This is an optimization exercise on Yosys and OpenROAD, whose aim is small area and a short achievable clock period, not a production implementation.
Function was checked by simulation only, so behaviour that the tests miss may differ from the original.

[flow/config.mk]
export PLATFORM = sky130hd
export DESIGN_NAME = yaklasik_carpma
export DESIGN_NICKNAME = yaklasik_carpma
export VERILOG_FILES = /design/flow/design.v
export SDC_FILE = /design/flow/constraint.sdc
export NUM_CORES = 4
export LEC_CHECK = 0
export CAP_MARGIN = 20
export CORE_MARGIN = 2
export CORE_UTILIZATION = 30
export SLEW_MARGIN = 20
export SYNTH_HIERARCHICAL = 1
export SYNTH_MINIMUM_KEEP_SIZE = 0
[flow/constraint.sdc]
create_clock -name core_clock -period 11.0 [get_ports {clk}]
set_input_delay 2.2000 -clock core_clock [delete_from_list [all_inputs] [get_ports {clk}]]
set_output_delay 2.2000 -clock core_clock [all_outputs]
set_load 0.01 [all_outputs]
[flow/design.v]
`timescale 1ns / 1ps
module yaklasik_carpma(
    input clk,
    input rst,
    input [31:0] sayi1,
    input [31:0] sayi2,
    output [63:0] tahmini_sonuc
    );
    reg [1:0]  ph;           
    reg        ilk;          
    reg [7:0]  ptr;          
    reg [7:0]  gecerli;      
    reg [7:0]  etiket [0:7];
    reg [63:0] veri [0:7];
    reg [7:0]  yaz;          
    reg [7:0]  isabet;       
    reg [7:0]  osec;         
    reg [31:0] ra;           
    reg [3:0]  rbt;          
    reg [7:0]  bir, iki, eks;   
    reg        ust;          
    reg [48:0] ts, tc;       
    reg [15:0] ls, lc;       
    wire [7:0] tag = {ra[31:28], rbt};
    reg  [7:0] esles;
    integer i;
    always @(*) begin
        for (i = 0; i < 8; i = i + 1)
            esles[i] = gecerli[i] && (etiket[i] == tag);
    end
    wire [15:0] yb = (ph == 2'd0) ? sayi2[15:0] : sayi2[31:16];
    wire [16:0] ybx = {yb, 1'b0};
    reg [7:0] bir_n, iki_n, eks_n;
    always @(*) begin
        for (i = 0; i < 8; i = i + 1) begin
            bir_n[i] = ybx[2*i+1] ^ ybx[2*i];
            iki_n[i] = (ybx[2*i+2] & ~ybx[2*i+1] & ~ybx[2*i]) |
                       (~ybx[2*i+2] & ybx[2*i+1] & ybx[2*i]);
            eks_n[i] = ybx[2*i+2];
        end
    end
    wire [32:0] pp0 = (({33{bir[0]}} & {1'b0, ra}) | ({33{iki[0]}} & {ra, 1'b0})) ^ {33{eks[0]}};
    wire [32:0] pp1 = (({33{bir[1]}} & {1'b0, ra}) | ({33{iki[1]}} & {ra, 1'b0})) ^ {33{eks[1]}};
    wire [32:0] pp2 = (({33{bir[2]}} & {1'b0, ra}) | ({33{iki[2]}} & {ra, 1'b0})) ^ {33{eks[2]}};
    wire [32:0] pp3 = (({33{bir[3]}} & {1'b0, ra}) | ({33{iki[3]}} & {ra, 1'b0})) ^ {33{eks[3]}};
    wire [32:0] pp4 = (({33{bir[4]}} & {1'b0, ra}) | ({33{iki[4]}} & {ra, 1'b0})) ^ {33{eks[4]}};
    wire [32:0] pp5 = (({33{bir[5]}} & {1'b0, ra}) | ({33{iki[5]}} & {ra, 1'b0})) ^ {33{eks[5]}};
    wire [32:0] pp6 = (({33{bir[6]}} & {1'b0, ra}) | ({33{iki[6]}} & {ra, 1'b0})) ^ {33{eks[6]}};
    wire [32:0] pp7 = (({33{bir[7]}} & {1'b0, ra}) | ({33{iki[7]}} & {ra, 1'b0})) ^ {33{eks[7]}};
    wire [31:0] pp8 = {32{ust}} & ra;
    wire [32:0] tsa = ts[48:16] & {33{~ilk}};
    wire [32:0] tca = tc[48:16] & {33{~ilk}};
    wire s1, k2;
    wire s3, k4;
    wire s5, k6;
    wire s7, k8;
    wire s9, k10;
    wire s11, k12;
    wire s13, k14;
    wire s15, k16;
    wire s17, k18;
    wire s19, k20;
    wire s21, k22;
    wire s23, k24;
    wire s25, k26;
    wire s27, k28;
    wire s29, k30;
    wire s31, k32;
    wire s33, k34;
    wire s35, k36;
    wire s37, k38;
    wire s39, k40;
    wire s41, k42;
    wire s43, k44;
    wire s45, k46;
    wire s47, k48;
    wire s49, k50;
    wire s51, k52;
    wire s53, k54;
    wire s55, k56;
    wire s57, k58;
    wire s59, k60;
    wire s61, k62;
    wire s63, k64;
    wire s65, k66;
    wire s67, k68;
    wire s69, k70;
    wire s71, k72;
    wire s73, k74;
    wire s75, k76;
    wire s77, k78;
    wire s79, k80;
    wire s81, k82;
    wire s83, k84;
    wire s85, k86;
    wire s87, k88;
    wire s89, k90;
    wire s91, k92;
    wire s93, k94;
    wire s95, k96;
    wire s97, k98;
    wire s99, k100;
    wire s101, k102;
    wire s103, k104;
    wire s105, k106;
    wire s107, k108;
    wire s109, k110;
    wire s111, k112;
    wire s113, k114;
    wire s115, k116;
    wire s117, k118;
    wire s119, k120;
    wire s121, k122;
    wire s123, k124;
    wire s125, k126;
    wire s127, k128;
    wire s129, k130;
    wire s131, k132;
    wire s133, k134;
    wire s135, k136;
    wire s137, k138;
    wire s139, k140;
    wire s141, k142;
    wire s143, k144;
    wire s145, k146;
    wire s147, k148;
    wire s149, k150;
    wire s151, k152;
    wire s153, k154;
    wire s155, k156;
    wire s157, k158;
    wire s159, k160;
    wire s161, k162;
    wire s163, k164;
    wire s165, k166;
    wire s167, k168;
    wire s169, k170;
    wire s171, k172;
    wire s173, k174;
    wire s175, k176;
    wire s177, k178;
    wire s179, k180;
    wire s181, k182;
    wire s183, k184;
    wire s185, k186;
    wire s187, k188;
    wire s189, k190;
    wire s191, k192;
    wire s193, k194;
    wire s195, k196;
    wire s197, k198;
    wire s199, k200;
    wire s201, k202;
    wire s203, k204;
    wire s205, k206;
    wire s207, k208;
    wire s209, k210;
    wire s211, k212;
    wire s213, k214;
    wire s215, k216;
    wire s217, k218;
    wire s219, k220;
    wire s221, k222;
    wire s223, k224;
    wire s225, k226;
    wire s227, k228;
    wire s229, k230;
    wire s231, k232;
    wire s233, k234;
    wire s235, k236;
    wire s237, k238;
    wire s239, k240;
    wire s241, k242;
    wire s243, k244;
    wire s245, k246;
    wire s247, k248;
    wire s249, k250;
    wire s251, k252;
    wire s253, k254;
    wire s255, k256;
    wire s257, k258;
    wire s259, k260;
    wire s261, k262;
    wire s263, k264;
    wire s265, k266;
    wire s267, k268;
    wire s269, k270;
    wire s271, k272;
    wire s273, k274;
    wire s275, k276;
    wire s277, k278;
    wire s279, k280;
    wire s281, k282;
    wire s283, k284;
    wire s285, k286;
    wire s287, k288;
    wire s289, k290;
    wire s291, k292;
    wire s293, k294;
    wire s295, k296;
    wire s297, k298;
    wire s299, k300;
    wire s301, k302;
    wire s303, k304;
    wire s305, k306;
    wire s307, k308;
    wire s309, k310;
    wire s311, k312;
    wire s313, k314;
    wire s315, k316;
    wire s317, k318;
    wire s319, k320;
    wire s321, k322;
    wire s323, k324;
    wire s325, k326;
    wire s327, k328;
    wire s329, k330;
    wire s331, k332;
    wire s333, k334;
    wire s335, k336;
    wire s337, k338;
    wire s339, k340;
    wire s341, k342;
    wire s343, k344;
    wire s345, k346;
    wire s347, k348;
    wire s349, k350;
    wire s351, k352;
    wire s353, k354;
    wire s355, k356;
    wire s357, k358;
    wire s359, k360;
    wire s361, k362;
    wire s363, k364;
    wire s365, k366;
    wire s367, k368;
    wire s369, k370;
    wire s371, k372;
    wire s373, k374;
    wire s375, k376;
    wire s377, k378;
    wire s379, k380;
    wire s381, k382;
    wire s383, k384;
    wire s385, k386;
    wire s387, k388;
    wire s389, k390;
    wire s391, k392;
    wire s393, k394;
    wire s395, k396;
    wire s397, k398;
    wire s399, k400;
    wire s401, k402;
    wire s403, k404;
    wire s405, k406;
    wire s407, k408;
    wire s409, k410;
    wire s411, k412;
    wire s413, k414;
    wire s415, k416;
    wire s417, k418;
    wire s419, k420;
    wire s421, k422;
    wire s423, k424;
    wire s425, k426;
    wire s427, k428;
    wire s429, k430;
    wire s431, k432;
    wire s433, k434;
    wire s435, k436;
    wire s437, k438;
    wire s439, k440;
    wire s441, k442;
    wire s443, k444;
    wire s445, k446;
    wire s447, k448;
    wire s449, k450;
    wire s451, k452;
    wire s453, k454;
    wire s455, k456;
    wire s457, k458;
    wire s459, k460;
    wire s461, k462;
    wire s463, k464;
    wire s465, k466;
    wire s467, k468;
    wire s469, k470;
    wire s471, k472;
    wire s473, k474;
    wire s475, k476;
    wire s477, k478;
    wire s479, k480;
    wire s481, k482;
    wire s483, k484;
    wire s485, k486;
    wire s487, k488;
    wire s489, k490;
    wire s491, k492;
    wire s493, k494;
    wire s495, k496;
    wire s497, k498;
    wire s499, k500;
    wire s501, k502;
    wire s503, k504;
    wire s505, k506;
    wire s507, k508;
    wire s509, k510;
    wire s511, k512;
    wire s513, k514;
    wire s515, k516;
    wire s517, k518;
    wire s519, k520;
    wire s521, k522;
    wire s523, k524;
    wire s525, k526;
    wire s527, k528;
    wire s529, k530;
    wire s531, k532;
    wire s533, k534;
    wire s535, k536;
    wire s537, k538;
    wire s539, k540;
    wire s541, k542;
    wire s543, k544;
    wire s545, k546;
    wire s547, k548;
    wire s549, k550;
    wire s551, k552;
    wire s553, k554;
    wire s555, k556;
    wire s557, k558;
    wire s559, k560;
    wire s561, k562;
    wire s563, k564;
    wire s565, k566;
    wire s567, k568;
    wire s569, k570;
    wire s571, k572;
    wire s573, k574;
    wire s575, k576;
    wire s577, k578;
    wire s579, k580;
    wire s581, k582;
    wire s583, k584;
    wire s585, k586;
    wire s587, k588;
    wire s589, k590;
    wire s591, k592;
    wire s593, k594;
    wire s595, k596;
    wire s597, k598;
    wire s599, k600;
    wire s601, k602;
    wire s603, k604;
    wire s605, k606;
    wire s607, k608;
    wire s609, k610;
    yarim_toplayici us1 (eks[6], tsa[12], s1, k2);
    yarim_toplayici us3 (tsa[13], tca[13], s3, k4);
    tam_toplayici us5 (eks[7], tsa[14], tca[14], s5, k6);
    yarim_toplayici us7 (pp0[14], pp1[12], s7, k8);
    tam_toplayici us9 (tsa[15], tca[15], pp0[15], s9, k10);
    yarim_toplayici us11 (pp1[13], pp2[11], s11, k12);
    tam_toplayici us13 (tsa[16], tca[16], pp8[0], s13, k14);
    tam_toplayici us15 (pp0[16], pp1[14], pp2[12], s15, k16);
    tam_toplayici us17 (tsa[17], tca[17], pp8[1], s17, k18);
    tam_toplayici us19 (pp0[17], pp1[15], pp2[13], s19, k20);
    tam_toplayici us21 (tsa[18], tca[18], pp8[2], s21, k22);
    tam_toplayici us23 (pp0[18], pp1[16], pp2[14], s23, k24);
    tam_toplayici us25 (tsa[19], tca[19], pp8[3], s25, k26);
    tam_toplayici us27 (pp0[19], pp1[17], pp2[15], s27, k28);
    tam_toplayici us29 (tsa[20], tca[20], pp8[4], s29, k30);
    tam_toplayici us31 (pp0[20], pp1[18], pp2[16], s31, k32);
    tam_toplayici us33 (tsa[21], tca[21], pp8[5], s33, k34);
    tam_toplayici us35 (pp0[21], pp1[19], pp2[17], s35, k36);
    tam_toplayici us37 (tsa[22], tca[22], pp8[6], s37, k38);
    tam_toplayici us39 (pp0[22], pp1[20], pp2[18], s39, k40);
    tam_toplayici us41 (tsa[23], tca[23], pp8[7], s41, k42);
    tam_toplayici us43 (pp0[23], pp1[21], pp2[19], s43, k44);
    tam_toplayici us45 (tsa[24], tca[24], pp8[8], s45, k46);
    tam_toplayici us47 (pp0[24], pp1[22], pp2[20], s47, k48);
    tam_toplayici us49 (tsa[25], tca[25], pp8[9], s49, k50);
    tam_toplayici us51 (pp0[25], pp1[23], pp2[21], s51, k52);
    tam_toplayici us53 (tsa[26], tca[26], pp8[10], s53, k54);
    tam_toplayici us55 (pp0[26], pp1[24], pp2[22], s55, k56);
    tam_toplayici us57 (tsa[27], tca[27], pp8[11], s57, k58);
    tam_toplayici us59 (pp0[27], pp1[25], pp2[23], s59, k60);
    tam_toplayici us61 (tsa[28], tca[28], pp8[12], s61, k62);
    tam_toplayici us63 (pp0[28], pp1[26], pp2[24], s63, k64);
    tam_toplayici us65 (tsa[29], tca[29], pp8[13], s65, k66);
    tam_toplayici us67 (pp0[29], pp1[27], pp2[25], s67, k68);
    tam_toplayici us69 (tsa[30], tca[30], pp8[14], s69, k70);
    tam_toplayici us71 (pp0[30], pp1[28], pp2[26], s71, k72);
    tam_toplayici us73 (tsa[31], tca[31], pp8[15], s73, k74);
    tam_toplayici us75 (pp0[31], pp1[29], pp2[27], s75, k76);
    tam_toplayici us77 (tsa[32], tca[32], pp8[16], s77, k78);
    tam_toplayici us79 (pp0[32], pp1[30], pp2[28], s79, k80);
    tam_toplayici us81 (~eks[0], pp8[17], pp1[31], s81, k82);
    yarim_toplayici us83 (eks[3], tsa[6], s83, k84);
    yarim_toplayici us85 (tsa[7], tca[7], s85, k86);
    tam_toplayici us87 (eks[4], tsa[8], tca[8], s87, k88);
    yarim_toplayici us89 (pp0[8], pp1[6], s89, k90);
    tam_toplayici us91 (tsa[9], tca[9], pp0[9], s91, k92);
    yarim_toplayici us93 (pp1[7], pp2[5], s93, k94);
    tam_toplayici us95 (eks[5], tsa[10], tca[10], s95, k96);
    tam_toplayici us97 (pp0[10], pp1[8], pp2[6], s97, k98);
    yarim_toplayici us99 (pp3[4], pp4[2], s99, k100);
    tam_toplayici us101 (tsa[11], tca[11], pp0[11], s101, k102);
    tam_toplayici us103 (pp1[9], pp2[7], pp3[5], s103, k104);
    yarim_toplayici us105 (pp4[3], pp5[1], s105, k106);
    tam_toplayici us107 (tca[12], pp0[12], pp1[10], s107, k108);
    tam_toplayici us109 (pp2[8], pp3[6], pp4[4], s109, k110);
    tam_toplayici us111 (pp5[2], pp6[0], s1, s111, k112);
    tam_toplayici us113 (pp0[13], pp1[11], pp2[9], s113, k114);
    tam_toplayici us115 (pp3[7], pp4[5], pp5[3], s115, k116);
    tam_toplayici us117 (pp6[1], k2, s3, s117, k118);
    tam_toplayici us119 (pp2[10], pp3[8], pp4[6], s119, k120);
    tam_toplayici us121 (pp5[4], pp6[2], pp7[0], s121, k122);
    tam_toplayici us123 (k4, s5, s7, s123, k124);
    tam_toplayici us125 (pp3[9], pp4[7], pp5[5], s125, k126);
    tam_toplayici us127 (pp6[3], pp7[1], k6, s127, k128);
    tam_toplayici us129 (k8, s11, s9, s129, k130);
    tam_toplayici us131 (pp3[10], pp4[8], pp5[6], s131, k132);
    tam_toplayici us133 (pp6[4], pp7[2], k12, s133, k134);
    tam_toplayici us135 (s13, k10, s15, s135, k136);
    tam_toplayici us137 (pp3[11], pp4[9], pp5[7], s137, k138);
    tam_toplayici us139 (pp6[5], pp7[3], k14, s139, k140);
    tam_toplayici us141 (s17, k16, s19, s141, k142);
    tam_toplayici us143 (pp3[12], pp4[10], pp5[8], s143, k144);
    tam_toplayici us145 (pp6[6], pp7[4], k18, s145, k146);
    tam_toplayici us147 (s21, k20, s23, s147, k148);
    tam_toplayici us149 (pp3[13], pp4[11], pp5[9], s149, k150);
    tam_toplayici us151 (pp6[7], pp7[5], k22, s151, k152);
    tam_toplayici us153 (s25, k24, s27, s153, k154);
    tam_toplayici us155 (pp3[14], pp4[12], pp5[10], s155, k156);
    tam_toplayici us157 (pp6[8], pp7[6], k26, s157, k158);
    tam_toplayici us159 (s29, k28, s31, s159, k160);
    tam_toplayici us161 (pp3[15], pp4[13], pp5[11], s161, k162);
    tam_toplayici us163 (pp6[9], pp7[7], k30, s163, k164);
    tam_toplayici us165 (s33, k32, s35, s165, k166);
    tam_toplayici us167 (pp3[16], pp4[14], pp5[12], s167, k168);
    tam_toplayici us169 (pp6[10], pp7[8], k34, s169, k170);
    tam_toplayici us171 (s37, k36, s39, s171, k172);
    tam_toplayici us173 (pp3[17], pp4[15], pp5[13], s173, k174);
    tam_toplayici us175 (pp6[11], pp7[9], k38, s175, k176);
    tam_toplayici us177 (s41, k40, s43, s177, k178);
    tam_toplayici us179 (pp3[18], pp4[16], pp5[14], s179, k180);
    tam_toplayici us181 (pp6[12], pp7[10], k42, s181, k182);
    tam_toplayici us183 (s45, k44, s47, s183, k184);
    tam_toplayici us185 (pp3[19], pp4[17], pp5[15], s185, k186);
    tam_toplayici us187 (pp6[13], pp7[11], k46, s187, k188);
    tam_toplayici us189 (s49, k48, s51, s189, k190);
    tam_toplayici us191 (pp3[20], pp4[18], pp5[16], s191, k192);
    tam_toplayici us193 (pp6[14], pp7[12], k50, s193, k194);
    tam_toplayici us195 (s53, k52, s55, s195, k196);
    tam_toplayici us197 (pp3[21], pp4[19], pp5[17], s197, k198);
    tam_toplayici us199 (pp6[15], pp7[13], k54, s199, k200);
    tam_toplayici us201 (s57, k56, s59, s201, k202);
    tam_toplayici us203 (pp3[22], pp4[20], pp5[18], s203, k204);
    tam_toplayici us205 (pp6[16], pp7[14], k58, s205, k206);
    tam_toplayici us207 (s61, k60, s63, s207, k208);
    tam_toplayici us209 (pp3[23], pp4[21], pp5[19], s209, k210);
    tam_toplayici us211 (pp6[17], pp7[15], k62, s211, k212);
    tam_toplayici us213 (s65, k64, s67, s213, k214);
    tam_toplayici us215 (pp3[24], pp4[22], pp5[20], s215, k216);
    tam_toplayici us217 (pp6[18], pp7[16], k66, s217, k218);
    tam_toplayici us219 (s69, k68, s71, s219, k220);
    tam_toplayici us221 (pp3[25], pp4[23], pp5[21], s221, k222);
    tam_toplayici us223 (pp6[19], pp7[17], k70, s223, k224);
    tam_toplayici us225 (s73, k72, s75, s225, k226);
    tam_toplayici us227 (pp3[26], pp4[24], pp5[22], s227, k228);
    tam_toplayici us229 (pp6[20], pp7[18], k74, s229, k230);
    tam_toplayici us231 (s77, k76, s79, s231, k232);
    tam_toplayici us233 (pp2[29], pp3[27], pp4[25], s233, k234);
    tam_toplayici us235 (pp5[23], pp6[21], pp7[19], s235, k236);
    tam_toplayici us237 (k78, k80, s81, s237, k238);
    tam_toplayici us239 (pp8[18], pp1[32], pp2[30], s239, k240);
    tam_toplayici us241 (pp3[28], pp4[26], pp5[24], s241, k242);
    tam_toplayici us243 (pp6[22], pp7[20], k82, s243, k244);
    tam_toplayici us245 (~eks[1], pp8[19], pp2[31], s245, k246);
    tam_toplayici us247 (pp3[29], pp4[27], pp5[25], s247, k248);
    yarim_toplayici us249 (pp6[23], pp7[21], s249, k250);
    tam_toplayici us251 (pp8[20], pp2[32], pp3[30], s251, k252);
    tam_toplayici us253 (pp4[28], pp5[26], pp6[24], s253, k254);
    tam_toplayici us255 (~eks[2], pp8[21], pp3[31], s255, k256);
    yarim_toplayici us257 (pp4[29], pp5[27], s257, k258);
    tam_toplayici us259 (pp8[22], pp3[32], pp4[30], s259, k260);
    yarim_toplayici us261 (~eks[3], pp8[23], s261, k262);
    yarim_toplayici us263 (eks[1], tsa[2], s263, k264);
    yarim_toplayici us265 (tsa[3], tca[3], s265, k266);
    tam_toplayici us267 (eks[2], tsa[4], tca[4], s267, k268);
    yarim_toplayici us269 (pp0[4], pp1[2], s269, k270);
    tam_toplayici us271 (tsa[5], tca[5], pp0[5], s271, k272);
    yarim_toplayici us273 (pp1[3], pp2[1], s273, k274);
    tam_toplayici us275 (tca[6], pp0[6], pp1[4], s275, k276);
    tam_toplayici us277 (pp2[2], pp3[0], s83, s277, k278);
    tam_toplayici us279 (pp0[7], pp1[5], pp2[3], s279, k280);
    tam_toplayici us281 (pp3[1], k84, s85, s281, k282);
    tam_toplayici us283 (pp2[4], pp3[2], pp4[0], s283, k284);
    tam_toplayici us285 (k86, s87, s89, s285, k286);
    tam_toplayici us287 (pp3[3], pp4[1], k88, s287, k288);
    tam_toplayici us289 (k90, s93, s91, s289, k290);
    tam_toplayici us291 (pp5[0], k94, s95, s291, k292);
    tam_toplayici us293 (s99, k92, s97, s293, k294);
    tam_toplayici us295 (k96, k100, s105, s295, k296);
    tam_toplayici us297 (k98, s101, s103, s297, k298);
    tam_toplayici us299 (k106, k102, k104, s299, k300);
    tam_toplayici us301 (s107, s109, s111, s301, k302);
    tam_toplayici us303 (k108, k110, k112, s303, k304);
    tam_toplayici us305 (s113, s115, s117, s305, k306);
    tam_toplayici us307 (k114, k116, k118, s307, k308);
    tam_toplayici us309 (s119, s121, s123, s309, k310);
    tam_toplayici us311 (k120, k122, s125, s311, k312);
    tam_toplayici us313 (s127, k124, s129, s313, k314);
    tam_toplayici us315 (k126, s131, k128, s315, k316);
    tam_toplayici us317 (s133, k130, s135, s317, k318);
    tam_toplayici us319 (k132, s137, k134, s319, k320);
    tam_toplayici us321 (s139, k136, s141, s321, k322);
    tam_toplayici us323 (k138, s143, k140, s323, k324);
    tam_toplayici us325 (s145, k142, s147, s325, k326);
    tam_toplayici us327 (k144, s149, k146, s327, k328);
    tam_toplayici us329 (s151, k148, s153, s329, k330);
    tam_toplayici us331 (k150, s155, k152, s331, k332);
    tam_toplayici us333 (s157, k154, s159, s333, k334);
    tam_toplayici us335 (k156, s161, k158, s335, k336);
    tam_toplayici us337 (s163, k160, s165, s337, k338);
    tam_toplayici us339 (k162, s167, k164, s339, k340);
    tam_toplayici us341 (s169, k166, s171, s341, k342);
    tam_toplayici us343 (k168, s173, k170, s343, k344);
    tam_toplayici us345 (s175, k172, s177, s345, k346);
    tam_toplayici us347 (k174, s179, k176, s347, k348);
    tam_toplayici us349 (s181, k178, s183, s349, k350);
    tam_toplayici us351 (k180, s185, k182, s351, k352);
    tam_toplayici us353 (s187, k184, s189, s353, k354);
    tam_toplayici us355 (k186, s191, k188, s355, k356);
    tam_toplayici us357 (s193, k190, s195, s357, k358);
    tam_toplayici us359 (k192, s197, k194, s359, k360);
    tam_toplayici us361 (s199, k196, s201, s361, k362);
    tam_toplayici us363 (k198, s203, k200, s363, k364);
    tam_toplayici us365 (s205, k202, s207, s365, k366);
    tam_toplayici us367 (k204, s209, k206, s367, k368);
    tam_toplayici us369 (s211, k208, s213, s369, k370);
    tam_toplayici us371 (k210, s215, k212, s371, k372);
    tam_toplayici us373 (s217, k214, s219, s373, k374);
    tam_toplayici us375 (k216, s221, k218, s375, k376);
    tam_toplayici us377 (s223, k220, s225, s377, k378);
    tam_toplayici us379 (k222, s227, k224, s379, k380);
    tam_toplayici us381 (s229, k226, s231, s381, k382);
    tam_toplayici us383 (k228, s233, s235, s383, k384);
    tam_toplayici us385 (k230, k232, s237, s385, k386);
    tam_toplayici us387 (k234, k236, s239, s387, k388);
    tam_toplayici us389 (s241, k238, s243, s389, k390);
    tam_toplayici us391 (s249, k240, k242, s391, k392);
    tam_toplayici us393 (s245, s247, k244, s393, k394);
    tam_toplayici us395 (pp7[22], k250, k246, s395, k396);
    tam_toplayici us397 (k248, s251, s253, s397, k398);
    tam_toplayici us399 (pp6[25], pp7[23], s257, s399, k400);
    tam_toplayici us401 (k252, k254, s255, s401, k402);
    tam_toplayici us403 (pp5[28], pp6[26], pp7[24], s403, k404);
    tam_toplayici us405 (k258, k256, s259, s405, k406);
    tam_toplayici us407 (pp4[31], pp5[29], pp6[27], s407, k408);
    tam_toplayici us409 (pp7[25], s261, k260, s409, k410);
    tam_toplayici us411 (pp8[24], pp4[32], pp5[30], s411, k412);
    tam_toplayici us413 (pp6[28], pp7[26], k262, s413, k414);
    tam_toplayici us415 (~eks[4], pp8[25], pp5[31], s415, k416);
    yarim_toplayici us417 (pp6[29], pp7[27], s417, k418);
    tam_toplayici us419 (pp8[26], pp5[32], pp6[30], s419, k420);
    yarim_toplayici us421 (~eks[5], pp8[27], s421, k422);
    yarim_toplayici us423 (eks[0], tsa[0], s423, k424);
    yarim_toplayici us425 (tsa[1], tca[1], s425, k426);
    tam_toplayici us427 (tca[2], pp0[2], pp1[0], s427, k428);
    tam_toplayici us429 (pp0[3], pp1[1], k264, s429, k430);
    tam_toplayici us431 (pp2[0], k266, s267, s431, k432);
    tam_toplayici us433 (k268, k270, s273, s433, k434);
    tam_toplayici us435 (k274, k272, s275, s435, k436);
    tam_toplayici us437 (k276, k278, s279, s437, k438);
    tam_toplayici us439 (k280, k282, s283, s439, k440);
    tam_toplayici us441 (k284, s287, k286, s441, k442);
    tam_toplayici us443 (k288, s291, k290, s443, k444);
    tam_toplayici us445 (k292, s295, k294, s445, k446);
    tam_toplayici us447 (k296, k298, s299, s447, k448);
    tam_toplayici us449 (k300, s303, k302, s449, k450);
    tam_toplayici us451 (k304, s307, k306, s451, k452);
    tam_toplayici us453 (k308, s311, k310, s453, k454);
    tam_toplayici us455 (k312, s315, k314, s455, k456);
    tam_toplayici us457 (k316, s319, k318, s457, k458);
    tam_toplayici us459 (k320, s323, k322, s459, k460);
    tam_toplayici us461 (k324, s327, k326, s461, k462);
    tam_toplayici us463 (k328, s331, k330, s463, k464);
    tam_toplayici us465 (k332, s335, k334, s465, k466);
    tam_toplayici us467 (k336, s339, k338, s467, k468);
    tam_toplayici us469 (k340, s343, k342, s469, k470);
    tam_toplayici us471 (k344, s347, k346, s471, k472);
    tam_toplayici us473 (k348, s351, k350, s473, k474);
    tam_toplayici us475 (k352, s355, k354, s475, k476);
    tam_toplayici us477 (k356, s359, k358, s477, k478);
    tam_toplayici us479 (k360, s363, k362, s479, k480);
    tam_toplayici us481 (k364, s367, k366, s481, k482);
    tam_toplayici us483 (k368, s371, k370, s483, k484);
    tam_toplayici us485 (k372, s375, k374, s485, k486);
    tam_toplayici us487 (k376, s379, k378, s487, k488);
    tam_toplayici us489 (s383, k380, k382, s489, k490);
    tam_toplayici us491 (k384, s387, k386, s491, k492);
    tam_toplayici us493 (k388, s391, k390, s493, k494);
    tam_toplayici us495 (k392, s395, s397, s495, k496);
    tam_toplayici us497 (s399, k396, k398, s497, k498);
    tam_toplayici us499 (s403, k400, k402, s499, k500);
    tam_toplayici us501 (k404, s407, k406, s501, k502);
    tam_toplayici us503 (k408, s411, s413, s503, k504);
    tam_toplayici us505 (s417, k412, s415, s505, k506);
    tam_toplayici us507 (pp7[28], k418, k416, s507, k508);
    tam_toplayici us509 (pp6[31], pp7[29], s421, s509, k510);
    tam_toplayici us511 (pp8[28], pp6[32], pp7[30], s511, k512);
    yarim_toplayici us513 (~eks[6], pp8[29], s513, k514);
    yarim_toplayici us515 (tca[0], pp0[0], s515, k516);
    tam_toplayici us517 (pp0[1], k424, s425, s517, k518);
    tam_toplayici us519 (k426, s263, s427, s519, k520);
    tam_toplayici us521 (s265, k428, s429, s521, k522);
    tam_toplayici us523 (s269, k430, s431, s523, k524);
    tam_toplayici us525 (s271, k432, s433, s525, k526);
    tam_toplayici us527 (s277, k434, s435, s527, k528);
    tam_toplayici us529 (s281, k436, s437, s529, k530);
    tam_toplayici us531 (s285, k438, s439, s531, k532);
    tam_toplayici us533 (k440, s289, s441, s533, k534);
    tam_toplayici us535 (s293, k442, s443, s535, k536);
    tam_toplayici us537 (s297, k444, s445, s537, k538);
    tam_toplayici us539 (s301, k446, s447, s539, k540);
    tam_toplayici us541 (s305, k448, s449, s541, k542);
    tam_toplayici us543 (s309, k450, s451, s543, k544);
    tam_toplayici us545 (k452, s313, s453, s545, k546);
    tam_toplayici us547 (s317, k454, s455, s547, k548);
    tam_toplayici us549 (s321, k456, s457, s549, k550);
    tam_toplayici us551 (s325, k458, s459, s551, k552);
    tam_toplayici us553 (s329, k460, s461, s553, k554);
    tam_toplayici us555 (s333, k462, s463, s555, k556);
    tam_toplayici us557 (s337, k464, s465, s557, k558);
    tam_toplayici us559 (s341, k466, s467, s559, k560);
    tam_toplayici us561 (s345, k468, s469, s561, k562);
    tam_toplayici us563 (s349, k470, s471, s563, k564);
    tam_toplayici us565 (s353, k472, s473, s565, k566);
    tam_toplayici us567 (s357, k474, s475, s567, k568);
    tam_toplayici us569 (s361, k476, s477, s569, k570);
    tam_toplayici us571 (s365, k478, s479, s571, k572);
    tam_toplayici us573 (s369, k480, s481, s573, k574);
    tam_toplayici us575 (s373, k482, s483, s575, k576);
    tam_toplayici us577 (s377, k484, s485, s577, k578);
    tam_toplayici us579 (s381, k486, s487, s579, k580);
    tam_toplayici us581 (s385, k488, s489, s581, k582);
    tam_toplayici us583 (s389, k490, s491, s583, k584);
    tam_toplayici us585 (s393, k492, s493, s585, k586);
    tam_toplayici us587 (k394, s495, k494, s587, k588);
    tam_toplayici us589 (s401, k496, s497, s589, k590);
    tam_toplayici us591 (s405, k498, s499, s591, k592);
    tam_toplayici us593 (s409, k500, s501, s593, k594);
    tam_toplayici us595 (k410, s503, k502, s595, k596);
    tam_toplayici us597 (k414, s505, k504, s597, k598);
    tam_toplayici us599 (s419, k506, s507, s599, k600);
    tam_toplayici us601 (k420, s509, k508, s601, k602);
    tam_toplayici us603 (k422, s511, k510, s603, k604);
    tam_toplayici us605 (pp7[31], s513, k512, s605, k606);
    tam_toplayici us607 (pp8[30], pp7[32], k514, s607, k608);
    yarim_toplayici us609 (~eks[7], pp8[31], s609, k610);
    wire [48:0] ns, nc;
    assign ns[0] = s515;
    assign nc[0] = s423;
    assign ns[1] = k516;
    assign nc[1] = s517;
    assign ns[2] = k518;
    assign nc[2] = s519;
    assign ns[3] = k520;
    assign nc[3] = s521;
    assign ns[4] = k522;
    assign nc[4] = s523;
    assign ns[5] = k524;
    assign nc[5] = s525;
    assign ns[6] = k526;
    assign nc[6] = s527;
    assign ns[7] = k528;
    assign nc[7] = s529;
    assign ns[8] = k530;
    assign nc[8] = s531;
    assign ns[9] = k532;
    assign nc[9] = s533;
    assign ns[10] = k534;
    assign nc[10] = s535;
    assign ns[11] = k536;
    assign nc[11] = s537;
    assign ns[12] = k538;
    assign nc[12] = s539;
    assign ns[13] = k540;
    assign nc[13] = s541;
    assign ns[14] = k542;
    assign nc[14] = s543;
    assign ns[15] = k544;
    assign nc[15] = s545;
    assign ns[16] = k546;
    assign nc[16] = s547;
    assign ns[17] = k548;
    assign nc[17] = s549;
    assign ns[18] = k550;
    assign nc[18] = s551;
    assign ns[19] = k552;
    assign nc[19] = s553;
    assign ns[20] = k554;
    assign nc[20] = s555;
    assign ns[21] = k556;
    assign nc[21] = s557;
    assign ns[22] = k558;
    assign nc[22] = s559;
    assign ns[23] = k560;
    assign nc[23] = s561;
    assign ns[24] = k562;
    assign nc[24] = s563;
    assign ns[25] = k564;
    assign nc[25] = s565;
    assign ns[26] = k566;
    assign nc[26] = s567;
    assign ns[27] = k568;
    assign nc[27] = s569;
    assign ns[28] = k570;
    assign nc[28] = s571;
    assign ns[29] = k572;
    assign nc[29] = s573;
    assign ns[30] = k574;
    assign nc[30] = s575;
    assign ns[31] = k576;
    assign nc[31] = s577;
    assign ns[32] = k578;
    assign nc[32] = s579;
    assign ns[33] = k580;
    assign nc[33] = s581;
    assign ns[34] = k582;
    assign nc[34] = s583;
    assign ns[35] = k584;
    assign nc[35] = s585;
    assign ns[36] = k586;
    assign nc[36] = s587;
    assign ns[37] = k588;
    assign nc[37] = s589;
    assign ns[38] = k590;
    assign nc[38] = s591;
    assign ns[39] = k592;
    assign nc[39] = s593;
    assign ns[40] = k594;
    assign nc[40] = s595;
    assign ns[41] = k596;
    assign nc[41] = s597;
    assign ns[42] = k598;
    assign nc[42] = s599;
    assign ns[43] = k600;
    assign nc[43] = s601;
    assign ns[44] = k602;
    assign nc[44] = s603;
    assign ns[45] = k604;
    assign nc[45] = s605;
    assign ns[46] = k606;
    assign nc[46] = s607;
    assign ns[47] = k608;
    assign nc[47] = s609;
    assign ns[48] = k610;
    assign nc[48] = 1'b0;
    wire [63:0] carpim = {ts[47:0], ls} + {tc[47:0], lc} + 64'h5555555600000000;
    always @(posedge clk) begin
        ra <= sayi1;
        rbt <= sayi2[31:28];
        bir <= bir_n;
        iki <= iki_n;
        eks <= eks_n;
        ust <= yb[15];
        ts <= ns;
        tc <= nc;
        ls <= ts[15:0];
        lc <= tc[15:0];
        isabet <= esles;
        yaz <= (ph == 2'd2 && esles == 8'd0) ? ptr : 8'd0;
        if (rst) begin
            ph <= 2'd0;
            ilk <= 1'b0;
            ptr <= 8'd1;
            gecerli <= 8'd0;
            osec <= 8'd0;
        end else begin
            ph <= ph + 2'd1;
            ilk <= (ph == 2'd0);
            if (ph == 2'd3) begin
                osec <= (isabet == 8'd0) ? ptr : isabet;
                if (isabet == 8'd0) begin
                    gecerli <= gecerli | ptr;
                    ptr <= {ptr[6:0], ptr[7]};
                end
            end
        end
    end
    always @(posedge clk) begin
        for (i = 0; i < 8; i = i + 1)
            if (yaz[i]) begin
                veri[i] <= carpim;
                etiket[i] <= tag;
            end
    end
    reg [63:0] cikis;
    always @(*) begin
        cikis = 64'd0;
        for (i = 0; i < 8; i = i + 1)
            cikis = cikis | ({64{osec[i]}} & veri[i]);
    end
    assign tahmini_sonuc = cikis;
endmodule
module tam_toplayici(input a, input b, input c, output s, output co);
    assign s = a ^ b ^ c;
    assign co = (a & b) | (a & c) | (b & c);
endmodule
module yarim_toplayici(input a, input b, output s, output co);
    assign s = a ^ b;
    assign co = a & b;
endmodule
[flow/run.sh]
#!/bin/bash
# synth_recipe.tcl (not shown) runs the flow's synth.tcl, then flattens the netlist and writes it again
# the make line also repeats each setting of config.mk as NAME=value (left out here)
make -C /OpenROAD-flow-scripts/flow DESIGN_CONFIG=/design/flow/config.mk WORK_HOME=/design/flow/orfs CLKGATE_MAP_FILE= SYNTH_SCRIPT=/design/flow/synth_recipe.tcl finish
==> run notes <==
## registers in the layout, summed over array words and instances (netlist names)
signal   flops
iki          8
ra          32
eks          8
isabet       8
gecerli      8
osec         8
ph           2
ptr          8
yaz          8
ilk          1
lc          16
etiket      64
ts          49
ls          16
bir          8
veri       512
rbt          4
tc          48
## logic make-up after synthesis
| kind of cell | count (synthesis) | share of synthesized area (%) |
|---|---|---|
| AOI/OAI and AO/OA | 752 | 12.6 |
| xor gates and xnor gates | 397 | 8.28 |
| buffers and inverters | 346 | 3.15 |
| and+or+nand+nor | 416 | 5.16 |
| DFF | 808 | 52.3 |
| adders and majority gates | 434 | 18.0 |
| other | 1 | 0.00893 |
| muxes | 23 | 0.554 |
## per-module statistics from Yosys (local to each module, per instance)
module,flip-flops and latches,cells,cell area (µm²),copies in the design
tam_toplayici,0,1,20.0,281
yarim_toplayici,0,1,12.5,24
yaklasik_carpma,808,2872,36100,1
## area by class of cell
| type | instances | area [µm²] |
|---|---|---|
| fillers | 13666 | 91500 |
| flip-flops and latches | 808 | 22000 |
| multi-input cells | 2023 | 18700 |
| well taps | 1876 | 2350 |
| clock buffers | 107 | 2290 |
| repair buffers | 170 | 1600 |
| clock inverters | 49 | 372 |
| inverters | 97 | 364 |
| diodes | 2 | 5.00 |
## synth_stat cells, drive strengths merged, types with 3 or more instances
master / number
nor3: 13
o211ai: 5
dfxtp: 232
xor2: 41
and2: 44
nand2: 99
nand2b: 6
mux2i: 21
inv: 97
edfxtp: 576
and4: 4
a22oi: 504
o21bai: 18
o21a: 4
a211oi: 7
a21o: 22
o31ai: 3
buf: 59
a21oi: 106
fa: 282
a21boi: 3
nor2b: 39
a31oi: 9
clkbuf: 190
xnor2: 356
nor2: 74
ha: 152
nor4: 11
nand3: 24
o21ai: 54
and3: 12
nand4: 83
## worst paths after layout
| check | startpoint | endpoint | cells after the start |
|---|---|---|---|
| setup / recovery | osec[0] | tahmini_sonuc[6] | 4 |
| hold / removal | tc[2] | lc[2] | 0 |
| setup reg to reg | ls[1] | veri[7][63] | 12 |
| hold reg to reg | tc[2] | lc[2] | 0 |
## metal layers
metal  vias to the layer above  track usage, %  share of wire (%)  wire [µm]
met2                      1111            25.2                 45      52400
met3                       194            3.20                7.9       9310
met4                         6            4.63                2.3       2710
met5                         -               0              0.027         32
li1                      11670               -                  -          -
met1                     13541            23.2                 45      53300
## metrics by stage
| step | hold WS (ns) | worst slack (ns) | cell area [µm²] |
|---|---|---|---|
| floorplan | 0.334 | 7.11 | 42000 |
| global placement | 0.343 | 6.58 | 45000 |
| detailed placement | 0.344 | 6.56 | 45000 |
| CTS | 0.347 | 5.83 | 47700 |
| global route | 0.353 | 5.78 | 47700 |
| finish | 0.345 | 5.87 | 47700 |
==> impl_results.md <==
- Sink Count: 808
- Synth top area share: 41.2%
- Port Buf Inserts: 129
- CTS HTree Levels: 3
- Total wire length: 118000 µm
- CP Max Fanout: 62
- Die X: 378 µm
- Post-CTS Resized: 0
- Period utilisation layout: 46.6%
- Commonest non-fill, non-tap cell in the layout: edfxtp_1
- Post-synthesis sequential area ratio: 52.3%
- Wirelength per Cell: 22.9 µm
- Grt ovf: 0
- Antenna-violating nets left: 0
- F_max: 195 MHz
- Crit-path cells: buf_4 -> a22oi_1 -> nand4_1 -> clkdlybuf4s50_1
- Slew HR: 21.7%
- IO Pins: 130
- Ys Warns: 9
- # hold bufs at CTS: 0
- Syn_nets: 3677
- Predominant post-synthesis flop cell: edfxtp_1
- 1st-pass router iterations: 6
- Commonest cells after routing, fill and taps aside: edfxtp_1 (576), a22oi_1 (504), xnor2_1 (356), fa_1 (282), dfxtp_1 (191)
- Layout cells sized above 1: 6.88%
- Initial antenna violation count: 3
- Worst-Margin Slew: 1.17 ns
- Max clock buf depth: 3
- Mean Syn Cell Area: 13.2 µm²
- Area delta synth->final: 13.7%
- RD Place Congestion: 0.861
- Max-cap viol count: 0
- Final min period: 5.13 ns
- CTS tree: built
- CP max stage cell: buf_4
- RSZ-0062 raised after global routing: no
- Pins over their slew limit: 0
- Setup TNS: 0 ns
- Reg clk slew, reported paths: 0.06 ns
- Worst Path Arrival: 2.93 ns
- Core footprint: 0.139 mm²
- DIE HEIGHT: 378 µm
- Post-synth top area cell: edfxtp_1
- Number of flops mapped to enable cells by yosys: 576
- Total Nets Final: 3687
- Clock skew: 0.0302 ns
- R2R setup slack: 6.70 ns
- Post-synth ARST share: 0%
- CP delay by family, top: buffers and inverters
- DRC violations left: 0
- Pin count of the biggest net entering global routing: 68
- Total number of vias: 26522
- Placed insts: 4974
- Die Footprint: 0.143 mm²
- CP bufs+invs: 2
- Synthesized area: 0.0420 mm²
- Finished Layout Cells: 5132
- Ranking of synthesized cells by area: edfxtp_1 (41%), fa_1 (13%), dfxtp_1 (11%)
- Iter 0 DRT Violations: 2603
- HP Class: register to register
- Cells after Synth: 3177
- Final Hold Vio Count: 0
- CP required: 8.80 ns
- First-pass GRT wire length: 176000 µm
- Clk Tree Root Cell: clkbuf_16
- Final Setup Violations: 0
- Cell variety after synth: 63
- # Post-CTS Setup Buffers: 0
- Setup CP Type: register to output pin
- Crit-path max cell delay: 0.73 ns
- GR Util All Layers: 16.3%
- Setup crit end kind: output pin
- Synthesis-stage register bit count: 808
- Final core utilization: 34.3%
- Routed vias/inst: 5.17
- Status: timing/DRC/antenna clean
- Num CTS Buffers: 87
- # rows: 137
- Startpoint class of the critical path: register
- HPWL Detailed: 73800 µm
- Initial Utilization: 30.2%
- Worst-skew pair later-pin latency: 0.68 ns
- Vias in the first global route: 27384

==> what the ideal ports hide <==
How much do the figures lean on ideal ports? The routed layout below was timed once more, with nothing changed but the port constraints. Step 1 sets driving cells, clkbuf_16 on the clock port and buf_2 on the other inputs (assumed; they add their load-dependent delay and slew). Step 2 adds t to the input delays and takes it off the output delays; t is the mean of the earliest and latest rising clock arrival at the registers after step 1. Input paths then give back, and output paths get back, about the clock's delay inside the block. Three values: no drivers, after step 1, after step 2; two values: the first two.
t, ns: 0.732
setup WS [ns]: 5.873 / 5.802 / 6.534
pins driven straight from the clock port: 1
After both steps setup and hold are still met in this run. For this run, drivers alone change the setup slack by -0.071 ns; drivers and shift together by +0.661 ns.
